Context: an optimization exercise on an open-source flow, tuned for small area, a short achievable clock period and few clock cycles per item. The choices shown serve that exercise and are no tape-out recipe. Where RTL was checked, it was by simulation tests only, not by an equivalence proof against the original. Function not checked in run 1: the RTL went through the layout flow alone. Power figures rest on the tool's default switching activity, not on a simulated workload.

==> flow/design.v (outline; a module is shown in full before it is edited, if it fits) <==
// module dsp_block_mapping: 744 lines
module dsp_block_mapping #(
    parameter NUM_BANKS         = 8,
    parameter CACHE_LINES       = 16,
    parameter BLOCK_SIZE_BYTES  = 64,
    parameter ADDR_WIDTH        = 32,
    parameter BLOCK_ID_WIDTH    = 16
)(
    input  logic                         clk,
    input  logic                         rst_n,
    input  logic [1:0]                   map_mode,
    input  logic [47:0]                  sys_config,
    input  logic                         map_req_valid,
    input  logic [BLOCK_ID_WIDTH-1:0]    block_id,
    input  logic [ADDR_WIDTH-1:0]        base_addr,
    output logic                         map_ready,
    output logic [64:0]                  mapping_result,
    output logic                         map_result_valid,
    input  logic                         map_result_ready,
    output logic [31:0]                  bank_conflict_count,
    output logic [31:0]                  cache_miss_count
);
  // ...
==> flow/flow/run.sh <==
#!/bin/bash
# Own layout flow: the standard ORFS flow with three changes:
#  - synthesis runs without the generic ABC pass inside Yosys's synth command
#    (SYNTH_ARGS=-noabc), so full adders are extracted from the design's own
#    XOR/majority structure; the registers are the standard synthesis's;
#  - timing repair aims for extra setup slack at the design's clock period;
#  - the ports get plain buffers.
# Each tool's output goes to a log in this folder (ORFS's per-step logs stay
# under orfs/logs).
set -euo pipefail
export SYNTH_ARGS=-noabc
export SETUP_SLACK_MARGIN=40
export BUFFER_PORTS_ARGS="-buffer_cell sky130_fd_sc_hd__buf_2"
bash standard.sh > standard_flow.log 2>&1
==> flow/standard.sh <==
#!/bin/bash
# synth_recipe.tcl (not shown) runs the flow's synth.tcl, then flattens the netlist and writes it again
# the make line also repeats each setting of config.mk as NAME=value (left out here)
make -C /OpenROAD-flow-scripts/flow DESIGN_CONFIG=/design/flow/config.mk WORK_HOME=/design/flow/orfs CLKGATE_MAP_FILE= SYNTH_SCRIPT=/design/flow/synth_recipe.tcl "${@:-finish}"
==> flow/config.mk <==
export PLATFORM = sky130hd
export DESIGN_NAME = dsp_block_mapping
export DESIGN_NICKNAME = dsp_block_mapping
export VERILOG_FILES = /design/flow/design.v
export SDC_FILE = /design/flow/constraint.sdc
export NUM_CORES = 4
export LEC_CHECK = 0
export CAP_MARGIN = 20
export CORE_MARGIN = 2
export CORE_UTILIZATION = 65
export SLEW_MARGIN = 20
==> flow/constraint.sdc <==
create_clock -name core_clock -period 55.0 [get_ports {clk}]
set_input_delay 11.0000 -clock core_clock [delete_from_list [all_inputs] [get_ports {clk}]]
set_output_delay 11.0000 -clock core_clock [all_outputs]
set_load 0.01 [all_outputs]
==> impl_metrics.toml, run 1 <==
[worst_setup_path]
critPathSlowestCell = "dfxtp_2"
rrSetupSlack_ns = 45.98
crit_arrival_ns = 3.72
r2r-end = "bank_q[0]"

[timing]
setup_violations = 0
rsz0062_at_grt = "no"

[floorplanning]
die_height_um = 165.8
initial_core_util_pct = 65.70
placeableCoreArea_um2 = 25910
n_tap_cell = 335

[global_route]
grt_use_total_pct = 32.69
top_usage_layer = "met2"
grt_overflow_total = 0

[clock_tree]
hold_buffers = 0
cts_tree = "built"
clock_latency_ns = 0.44

[place]
routabilityCongestion = 0.9439

[final_layout]
num-nonclk-inverters = 75
diodes = 2
seq_cell_count = 180
layout_commonest_cell = "fa_1"

[synth]
synth_top_family_by_area = "adder cells"
synth_top_area_share_pct = 28.46
ys_ff_latch = 180
ys.flop_type = "dfxtp_1"
synth_area_um2 = 17020
synth_async_sr_flop_share_pct = 32.78
synth_xor_xnor_area_share_pct = 3.035

[drt]
dr_wl_met3_mm = 3.350
num_vias = 12530
wl_met1_mm = 17.69

[pwr]
power-top-group = "combinational logic"
powerDensity_nw_per_um2 = 40.25

[flow_run]
maxCapViolCount = 0

[run_status]
status = "timing/DRC/antenna clean"
==> run 2, diff against run 1 <==
--- a/flow/design.v
+++ b/flow/design.v
@@ -583,18 +583,18 @@
         bs_pow2 = bs_onehot_any[15] & ~bs_onehot_many[15];
         q_pow2 = '0;
         for (int s = 0; s < 16; s++) begin
             if (bs[s]) q_pow2 = q_pow2 | 3'((block_id >> s) & 16'd7);
         end
     end
     assign q_small_ok = {1'b0, block_id[15:1]} < bs;    
     assign q_small    = block_id >= bs;
-    assign fast_ok    = bs_pow2 | ~q_small;
-    assign fast_q     = bs_pow2 ? q_pow2 : 3'd0;
+    assign fast_ok    = bs_pow2 | q_small_ok;
+    assign fast_q     = bs_pow2 ? q_pow2 : {2'b00, q_small};
     logic [GW-1:0] g0;
     logic [15:0]   r_init;
     always_comb begin
         g0     = '0;
         r_init = block_id >> DIV_ROWS;
         for (int g = 1; g < NGRP; g++) begin
             if ((bs >> (16 - DIV_ROWS*g)) == 16'd0) begin
                 g0     = GW'(g);
==> flow/run.sh (new file) <==
#!/bin/bash
# synth_recipe.tcl (not shown) runs the flow's synth.tcl, then flattens the netlist and writes it again
# the make line also repeats each setting of config.mk as NAME=value (left out here)
make -C /OpenROAD-flow-scripts/flow DESIGN_CONFIG=/design/flow/config.mk WORK_HOME=/design/flow/orfs CLKGATE_MAP_FILE= SYNTH_SCRIPT=/design/flow/synth_recipe.tcl finish
removed: flow/flow/run.sh
removed: flow/standard.sh
==> run 2 against run 1 <==
  * Still clean on timing, DRC and antenna
  * Clock-buffer cell count is the same
  * Sequential share of layout area is 2.1 points lower
  * Setup slack got worse by 1.3 ns
  * Design area up 11%
  * Maximum frequency down 7.9%
  * Synthesized area increased by 6.0%
  * Combinational power up 8.8%
  * Non-clock buffer count increased by 29
  * Synthesized cell count is 15% higher
  * Highest routed layer unchanged
==> impl_metrics.toml, run 2 <==
[timing]
tightest_slew_ns = 1.125
tns_ns = 0
setup_violations = 0
slew_violations = 0
rsz0062_at_grt = "no"
timing.final.crit_share_pct = 29.06
max_slew_margin_pct = 24.78
finalHoldViolations = 0
fin_skew_ns = 0.01152
fin_ws_ns = 39.02
fmax_mhz = 62.57
layout_min_cycle_time_ns = 15.98

[synth]
synth_top_area_share_pct = 26.84
yosys-top-cells-area = "fa_1 27%, dfxtp_1 13%, ha_1 13%"
postSynthCellCount = 1825
synth_async_sr_flop_share_pct = 32.78
ys.flop_type = "dfxtp_1"
synth_most_common_cell = "inv_1"
synth_area_per_cell_um2 = 9.890
seq_area_frac_synth_pct = 21.77
synth_edf_count = 3
synth_area_um2 = 18050
synth_cell_type_count = 76
ys_ff_latch = 180
synth_area_leader_cell = "fa_1"
ys.warnings.count = 2
netlist_top_cells_count = "297 x inv_1, 242 x fa_1, 184 x ha_1, 169 x and2_1, 118 x dfxtp_1"

[final_layout]
drive_gt1_share_pct = 5.499
top_regs = "conf_q (32), sum_q (32), car_q (31)"
fin_cells = 2354
layout_common_cells = "297 x inv_1, 242 x fa_1, 184 x ha_1, 169 x and2_1, 166 x clkdlybuf4s50_1"
final_area_um2 = 20590
layout_commonest_cell = "inv_1"
nets = 2497
diodes = 0
syn2layout_area_growth_pct = 14.09

[flow_run]
maxCapViolCount = 0

[drt]
vias_per_cell = 5.693
avgRoutedWirePerCell_um = 18.81
drt_iter0_markers = 951
num_vias = 13400
ant_nets = 0
drcViolationCount = 0
first_pass_iters = 8
wl_mm = 44.29

[global_route]
grt_pass1_wl_mm = 72.32
grt_overflow_total = 0
grt_max_degree = 60
grt_pass1_vias = 14000
grt_use_total_pct = 32.20
antenna_found_initial = 0

[clock_tree]
hold_buffers = 0
cts_resized = 0
h-tree-depth = 4
cts_tree = "built"
post_cts_buffers = 0
clock_sink_count = 180
cts-root-buf = "clkbuf_16"
clk_path_buf_depth = 2
clk_pin_slew_worst_paths_ns = 0.08
numCtsBuffers = 17
clock_latency_ns = 0.45

[worst_setup_path]
crit_fanout = 15
critPathLaunchType = "flop"
r2r_start = "g_q[0]"
cp-end-kind = "primary output"
crit_arrival_ns = 4.98
crit_type = "reg -> out"
cp-startpoint = "line_q[0]"
worstPathRequired_ns = 44.00

[floorplanning]
die_w_um = 170.6
pin_count = 233
die_area_um2 = 29120
placeableCoreArea_um2 = 27100
rows = 60
initial_core_util_pct = 66.60
die_height_um = 170.6

[place]
place_area_um2 = 19990
routabilityCongestion = 0.8766
place_inst = 2322
hpwlAfterDp_mm = 32.72
portBuffers = 167
pre_cts_ws_ns = 39.23

[worst_hold_path]
hold_start = "seen_q[0]"
holdCritPathClass = "reg -> reg"

[pwr]
p_total_mw = 0.7773
vdd.ir_drop.worst_mv = 0.05783
power.leakage_nw = 9.786
powerDensity_nw_per_um2 = 37.75

[run_status]
status = "timing/DRC/antenna clean"
-- run 2: changes by cell type after synthesis, moves of 5 or more --
cell / change
xnor2_1: +7
clkbuf_1: +6
and3_1: -6
o21ai_0: +7
nor3_1: -9
nand2_1: +46
or4_1: -6
a211oi_1: -7
mux2_2: +9
mux2i_1: +9
and2_1: -61
ha_1: +25
inv_1: +223
a211o_1: -5
-- run 2: power by group --
group          internal, mW  total [mW]  switching, mW
combinational         0.227       0.469          0.242
clock                0.0618       0.126         0.0644
sequential            0.166       0.182         0.0166
total                 0.455       0.777          0.323
-- run 2: kinds of logic (layout without fill, tap and decap cells) --
kind of cell,count (synthesis),in the layout,share of synthesized area [%]
XOR/XNOR,64,64,3.106
AND/OR/NAND/NOR,440,440,12.94
other,1,36,0.02078
adder cells (fa/ha/maj),430,430,39.82
multiplexers,55,55,3.418
buffers and inverters,409,531,9.359
flip-flops,180,180,21.77
AO/OA/AOI/OAI,246,246,9.574
-- run 2: layer usage --
metal  wire length [um]  vias up  GRT usage, %
li1                   -     6104             -
met1              18200     6642         43.57
met2              21620      574         54.20
met3               3491       82         5.020
met4                979        0         8.956
met5                  0        -             0
-- run 2: stage by stage --
| step | utilization, % | hold WS [ns] |
|---|---|---|
| detailed placement | 73.77 | 0.4374 |
| CTS | 75.98 | 0.4535 |
| global placement | 73.77 | 0.4355 |
| floorplan | - | 0.4208 |
| finish | 75.98 | 0.4575 |
| global route | 75.98 | 0.4911 |
-- run 2: worst max-delay path, stage by stage, from the launching register on --
cell	delay, ns
dfxtp_1	0.47
ha_1	0.27
inv_1	0.06
fa_1	0.18
nor2b_1	0.06
o31a_1	0.26
o41a_1	0.41
a41oi_1	0.67
o31ai_1	0.30
a41o_1	0.37
o41ai_1	0.56
o21bai_1	0.15
xnor2_1	0.17
clkdlybuf4s50_1	0.58
-- run 2: area by class of cell --
| type | count | area [um^2] |
|---|---|---|
| clock inverter | 15 | 173.9 |
| tap | 372 | 465.4 |
| multi-input combinational | 1271 | 12560 |
| inverter | 299 | 1122 |
| sequential | 180 | 3929 |
| fill | 1965 | 6509 |
| timing repair buffer | 200 | 1914 |
| clock buffer | 17 | 425.4 |
-- run 2: worst paths after layout --
check	end	slack [ns]	depth (start not counted)
max reg2reg	r_q[0]	45.26	33
min	seen_q[0]	0.46	2
min in group asynchronous	conf_q[22]	10.68	2
min reg2reg	seen_q[0]	0.46	2
max	mapping_result[32]	39.02	13
max in group asynchronous	vld_q	43.82	2
Testbench counts of run 2, summed over its fixed seeds: cycles 25,902, items 12,000.

==> re-timing with driven ports <==
How much do the figures lean on ideal ports? The routed layouts below were timed once more, with nothing changed but the port constraints.
Step 1 (the two cells are an assumption about what drives the block):
set clk [get_ports {clk}]
set_driving_cell -lib_cell sky130_fd_sc_hd__clkbuf_16 $clk
set_driving_cell -lib_cell sky130_fd_sc_hd__buf_2 [delete_from_list [all_inputs] $clk]
Step 2 adds t to the input delays and takes it off the output delays; t is the mean of the earliest and latest rising clock arrival at the registers after step 1. Input paths then give back, and output paths get back, about the clock's delay inside the block.
a / b / c = ideal / step 1 / step 2; a / b = the first two.
run | t (ns) | slack for setup (ns) | worst setup path at the end | cell pins on the clock port's net
run 1 | 0.494 | 40.279 / 40.227 / 40.101 | input to register | 1
run 2 | 0.499 | 39.018 / 38.963 / 39.131 | input to register | 1
After both steps setup and hold are still met in every run listed. For run 1, which loses most, drivers alone change the setup slack by -0.052 ns; drivers and shift together by -0.178 ns.
